Context: an optimization exercise on an open-source flow, tuned for small area. The choices shown serve that exercise and are no tape-out recipe. Function was checked by simulation only, so behaviour that the tests miss may differ from the original.

the previous run:
==> flow/design.v <==
`timescale 1ns/1ns
module RX(input clk, input rst, input [51:0]in, input run, input [1:0]cr, input [1:0]mod, output out, output valid);
wire [17:0]x0_demapped, x1_demapped;
wire [1:0]x_deinterleaved;
wire x_decoded, dec_valid;
reg [2:0]widx;      
reg active;         
reg [4:0]step;      
reg [2:0]blk;       
wire last_blk = (mod == 2'd0) ? (blk == 3'd0) : (mod == 2'd1) ? (blk == 3'd1) : (mod == 2'd2) ? (blk == 3'd3) : (blk == 3'd5);
wire blk_end = active & (step == 5'd23);
wire sym_end = blk_end & last_blk;
wire first8 = (blk == 3'd0) & (step[4:3] == 2'b00);
wire drain = active & ~(last_blk & step[4]);
wire buf_shift = run | (active & first8);
reg [1:0]widx3;
always @(*) begin
	case (widx)
		3'd0, 3'd3, 3'd6: widx3 = 2'd0;
		3'd1, 3'd4, 3'd7: widx3 = 2'd1;
		default: widx3 = 2'd2;
	endcase
end
always @(posedge clk, negedge rst) begin
	if (~rst) begin
		widx <= 3'd0;
		active <= 1'b0;
		step <= 5'd0;
		blk <= 3'd0;
	end
	else begin
		if (run)
			widx <= widx + 3'd1;
		if (run & (widx == 3'd7))
			active <= 1'b1;
		else if (sym_end)
			active <= 1'b0;
		if (active) begin
			step <= (step == 5'd23) ? 5'd0 : step + 5'd1;
			if (step == 5'd23)
				blk <= last_blk ? 3'd0 : blk + 3'd1;
		end
	end
end
demapper_pr rx_demapper(.x_in(in), .mod(mod), .x0_demapped(x0_demapped), .x1_demapped(x1_demapped));
deinterleaver rx_deinterleaver(.clk(clk), .mod(mod), .widx3(widx3), .x0(x0_demapped), .x1(x1_demapped),
	.run(run), .drain(drain), .buf_shift(buf_shift), .sel_buf(first8), .x_deinterleaved(x_deinterleaved));
decoder rx_decoder(.clk(clk), .rst(rst), .x(x_deinterleaved), .start(step == 5'd0), .last(blk_end),
	.valid(dec_valid), .x_decoded(x_decoded));
scrambler rx_descrambler(.x(x_decoded), .run(dec_valid), .clk(clk), .reset(rst), .x_scrambled(out), .valid(valid));
endmodule
`timescale 1ns/1ns
module scrambler(input x, input run, input clk, input reset, output reg x_scrambled, output reg valid);
reg [6:0] sb;
wire fb = sb[6] ^ sb[3];
always @(posedge clk)
	x_scrambled <= x ^ fb;
always @(posedge clk, negedge reset) begin
	if (~reset) begin
		sb <= 7'd127;
		valid <= 1'b0;
	end
	else begin
		valid <= run;
		if (run)
			sb <= {sb[5:0], fb};
	end
end
endmodule
`timescale 1ns/1ns
module demapper_pr(input [51:0]x_in, input [1:0]mod, output reg [17:0]x0_demapped, output reg [17:0]x1_demapped);
wire [1:0] q [0:5];
wire [3:0] h [0:5];
wire [5:0] s [0:5];
genvar g;
generate
	for (g = 0; g < 6; g = g + 1) begin : sc
		demapper dm(.x(x_in[8*g+7:8*g]), .d_qpsk(q[g]), .d_16(h[g]), .d_64(s[g]));
	end
endgenerate
integer k;
always @(*) begin
	for (k = 0; k < 18; k = k + 1) begin
		x0_demapped[k] = s[k/6][k%6];
		x1_demapped[k] = s[3+k/6][k%6];
		if (k < 12 && mod != 2'd3) begin
			x0_demapped[k] = h[k/4][k%4];
			x1_demapped[k] = h[3+k/4][k%4];
			if (k < 6 && mod != 2'd2) begin
				x0_demapped[k] = q[k/2][k%2];
				x1_demapped[k] = q[3+k/2][k%2];
				if (k < 3 && mod == 2'd0) begin
					x0_demapped[k] = q[k][0];
					x1_demapped[k] = q[3+k][0];
				end
			end
		end
	end
end
endmodule
`timescale 1ns/1ns
module demapper(input [7:0]x, output [1:0]d_qpsk, output [3:0]d_16, output [5:0]d_64);
function [1:0] qam16;
	input [3:0] n;
	qam16 = (n == 4'h1) ? 2'b11 : (n == 4'h9) ? 2'b10 : (n == 4'h3) ? 2'b01 : 2'b00;
endfunction
function [2:0] qam64;
	input [3:0] n;
	case (n)
		4'h1: qam64 = 3'b011;
		4'h3: qam64 = 3'b111;
		4'h5: qam64 = 3'b101;
		4'h7: qam64 = 3'b001;
		4'h9: qam64 = 3'b010;
		4'hb: qam64 = 3'b110;
		4'hd: qam64 = 3'b100;
		default: qam64 = 3'b000;
	endcase
endfunction
assign d_qpsk = {~x[3], ~x[7]};
assign d_16 = {qam16(x[3:0]), qam16(x[7:4])};
assign d_64 = {qam64(x[3:0]), qam64(x[7:4])};
endmodule
`timescale 1ns/1ns
module deinterleaver(input clk, input [1:0]mod, input [1:0]widx3, input [17:0]x0, input [17:0]x1,
	input run, input drain, input buf_shift, input sel_buf, output [1:0]x_deinterleaved);
reg [135:0]evens, odds;
reg [7:0]buf_e, buf_o;
reg [7:0]dl_e, dl_o;
reg [1:0]inter_mod_even, inter_mod_odd;
wire [17:0]ie, io;
always @(*) begin
	if (mod == 2'd3) begin
		case (widx3)
			2'd0: begin inter_mod_even = 2'd0; inter_mod_odd = 2'd3; end
			2'd1: begin inter_mod_even = 2'd2; inter_mod_odd = 2'd0; end
			default: begin inter_mod_even = 2'd3; inter_mod_odd = 2'd2; end
		endcase
	end
	else begin
		inter_mod_even = 2'd0;
		inter_mod_odd = (mod == 2'd2) ? 2'd1 : 2'd0;
	end
end
interleave2 inter2_even(.inter_mod(inter_mod_even), .in(x0), .out(ie));
interleave2 inter2_odd(.inter_mod(inter_mod_odd), .in(x1), .out(io));
integer j;
always @(posedge clk) begin
	if (run) begin
		for (j = 1; j < 18; j = j + 1) begin
			evens[8*(17-j) +: 8] <= {evens[8*(17-j) +: 7], ie[j]};
			odds[8*(17-j) +: 8] <= {odds[8*(17-j) +: 7], io[j]};
		end
	end
	else if (drain) begin
		evens <= {evens[134:0], ie[17]};
		odds <= {odds[134:0], io[17]};
	end
	if (buf_shift) begin
		buf_e <= {buf_e[6:0], ie[0]};
		buf_o <= {buf_o[6:0], io[0]};
	end
	dl_e <= {dl_e[6:0], evens[135]};
	dl_o <= {dl_o[6:0], odds[135]};
end
assign x_deinterleaved = sel_buf ? {buf_e[7], buf_o[7]} : {dl_e[7], dl_o[7]};
endmodule
`timescale 1ns/1ns
module interleave2(input [1:0]inter_mod, input [17:0]in, output reg [17:0]out);
integer g;
always @(*) begin
	for (g = 0; g < 3; g = g + 1) begin
		case (inter_mod)
			2'd3: out[6*g +: 6] = {in[6*g+3], in[6*g+5], in[6*g+4], in[6*g+0], in[6*g+2], in[6*g+1]};
			2'd2: out[6*g +: 6] = {in[6*g+4], in[6*g+3], in[6*g+5], in[6*g+1], in[6*g+0], in[6*g+2]};
			2'd1: out[6*g +: 6] = (g == 2) ? in[6*g +: 6] : {in[6*g+4], in[6*g+5], in[6*g+2], in[6*g+3], in[6*g+0], in[6*g+1]};
			default: out[6*g +: 6] = in[6*g +: 6];
		endcase
	end
end
endmodule
`timescale 1ns/1ns
module decoder(input clk, input rst, input [1:0]x, input start, input last, output reg valid, output x_decoded);
reg [255:0]metrics;
reg [18*64-1:0]dec_rows;
reg [5:0]mpn0;
reg tb_now;
reg [23:0]out_reg;
reg [4:0]count2;
wire [255:0]nm;
wire [63:0]dec;
wire [5:0]best;
wire [17:0]tb_bits;
acs u_acs(.x(x), .start(start), .start_state(mpn0), .metrics(metrics), .new_metrics(nm), .dec(dec));
argmin64 u_argmin(.m(nm), .idx(best));
traceback u_tb(.rows(dec_rows), .state(mpn0), .bits(tb_bits));
always @(posedge clk) begin
	metrics <= nm;
	dec_rows <= {dec_rows[17*64-1:0], dec};
	out_reg <= tb_now ? {mpn0, tb_bits} : {1'b0, out_reg[23:1]};
end
always @(posedge clk, negedge rst) begin
	if (~rst) begin
		mpn0 <= 6'd0;
		tb_now <= 1'b0;
		valid <= 1'b0;
		count2 <= 5'd0;
	end
	else begin
		if (last)
			mpn0 <= best;
		tb_now <= last;
		if (tb_now)
			valid <= 1'b1;
		else if (count2 == 5'd23)
			valid <= 1'b0;
		if (valid)
			count2 <= (count2 == 5'd23) ? 5'd0 : count2 + 5'd1;
	end
end
assign x_decoded = out_reg[0];
endmodule
module acs(input [1:0]x, input start, input [5:0]start_state, input [255:0]metrics, output reg [255:0]new_metrics, output reg [63:0]dec);
localparam [63:0] C0 = 64'hdd2222dd88777788;  
function [3:0] sat_add;
	input [3:0] e;
	input [1:0] d;
	sat_add = ({1'b0, e} + d > 5'd15) ? 4'd15 : e + d;
endfunction
function [1:0] hd;
	input [1:0] a;
	input [1:0] b;
	hd = (a[1] ^ b[1]) + (a[0] ^ b[0]);
endfunction
reg [3:0] e_in [0:63];
reg [1:0] p, bm0, bm1;
reg [3:0] ca, cb;
integer i;
always @(*) begin
	for (i = 0; i < 64; i = i + 1)
		e_in[i] = start ? ((start_state == i) ? 4'd0 : 4'd15) : metrics[4*i +: 4];
	for (i = 0; i < 32; i = i + 1) begin
		p = C0[2*i +: 2];
		bm0 = hd(x, p);
		bm1 = hd(x, ~p);
		ca = sat_add(e_in[2*i], bm0);
		cb = sat_add(e_in[2*i+1], bm1);
		dec[i] = cb < ca;
		new_metrics[4*i +: 4] = (cb < ca) ? cb : ca;
		ca = sat_add(e_in[2*i], bm1);
		cb = sat_add(e_in[2*i+1], bm0);
		dec[i+32] = cb < ca;
		new_metrics[4*(i+32) +: 4] = (cb < ca) ? cb : ca;
	end
end
endmodule
module argmin64(input [255:0]m, output reg [5:0]idx);
reg [63:0] alive, t;
reg z;
integer n, b;
always @(*) begin
	alive = {64{1'b1}};
	for (b = 3; b >= 0; b = b - 1) begin
		for (n = 0; n < 64; n = n + 1) t[n] = alive[n] & ~m[4*n+b];
		z = |t;
		for (n = 0; n < 64; n = n + 1) alive[n] = alive[n] & (~m[4*n+b] | ~z);
	end
	idx = 6'd0;
	for (n = 63; n >= 0; n = n - 1) if (alive[n]) idx = n;
end
endmodule
module traceback(input [18*64-1:0]rows, input [5:0]state, output reg [17:0]bits);
function sel64;
	input [63:0] r;
	input [5:0] s;   
	reg [31:0] l1;
	reg [15:0] l2;
	reg [7:0] l3;
	reg [3:0] l4;
	reg [1:0] l5;
	integer j;
	begin
		for (j = 0; j < 32; j = j + 1) l1[j] = s[5] ? r[32 + j] : r[j];
		for (j = 0; j < 16; j = j + 1) l2[j] = s[4] ? l1[16 + j] : l1[j];
		for (j = 0; j < 8; j = j + 1) l3[j] = s[3] ? l2[8 + j] : l2[j];
		for (j = 0; j < 4; j = j + 1) l4[j] = s[2] ? l3[4 + j] : l3[j];
		for (j = 0; j < 2; j = j + 1) l5[j] = s[1] ? l4[2 + j] : l4[j];
		sel64 = s[0] ? l5[1] : l5[0];
	end
endfunction
reg [5:0] st;
integer k;
always @(*) begin
	st = state;
	for (k = 0; k < 18; k = k + 1) begin
		bits[17-k] = sel64(rows[64*k +: 64], st);
		st = {st[4:0], bits[17-k]};
	end
end
endmodule
clock: 15.0 ns
lec_check: 0
cap_margin: 20
core_margin: 2
core_utilization: 40
slew_margin: 20
run.sh (not shown) runs the stock make flow with config.mk's settings and CLKGATE_MAP_FILE= SYNTH_SCRIPT=/design/flow/synth_recipe.tcl, a recipe that flattens the netlist after the stock synthesis.
The previous run: full flow OK, the timing, design-rule and antenna checks passed
Input changes introduced in the current run (baseline for comparison: the previous run):
==> flow/design.v, changed modules only <==
module traceback(input [18*64-1:0]rows, input [5:0]state, output reg [17:0]bits);
reg [5:0] st;
integer k;
always @(*) begin
	st = state;
	for (k = 0; k < 18; k = k + 1) begin
		bits[17-k] = rows[64*k + st];
		st = {st[4:0], bits[17-k]};
	end
end
endmodule
==> results.txt <==
- Layout checks on the current run: not met. Flow itself completed; violations: negative setup slack.
- Ratio of final minimum period to clock period was lower in the previous run than in the current run.
- The current run reports a higher endpoint arrival time on the critical path than the previous run does.
- Number of cells on the worst reg-to-reg path: higher on the current run
- Diff the previous run -> the current run: number of setup buffers added after CTS higher; synthesized cell count stayed essentially flat; number of failing setup endpoints in the final timing report moved up.

-- afterwards: timing with drivers on the ports --
No port has a modelled driver above. Below, the same layouts with a new extraction and two added sets of constraints.
Step 1, drivers: a clkbuf_16 drives clk and a buf_2 each remaining input, both assumed.
Step 2, shift: input delay + t, output delay - t, t = (earliest + latest rising clock arrival at the registers) / 2. This alone moves slack from input paths to output paths.
Slacks: no drivers / after step 1 / after step 2; pairs: no drivers / after step 1.
| run | t (ns) | setup slack, ns | hold WS [ns] | clock arrival spread, ns | cell pins on the clock port's net |
|---|---|---|---|---|---|
| the previous run | 0.917 | 1.129 / 1.129 / 1.129 | 0.291 / 0.291 / 0.291 | 0.075 / 0.075 | 1 |
| the current run | 0.909 | -4.097 / -4.097 / -4.097 | 0.320 / 0.320 / 0.320 | 0.076 / 0.076 | 1 |
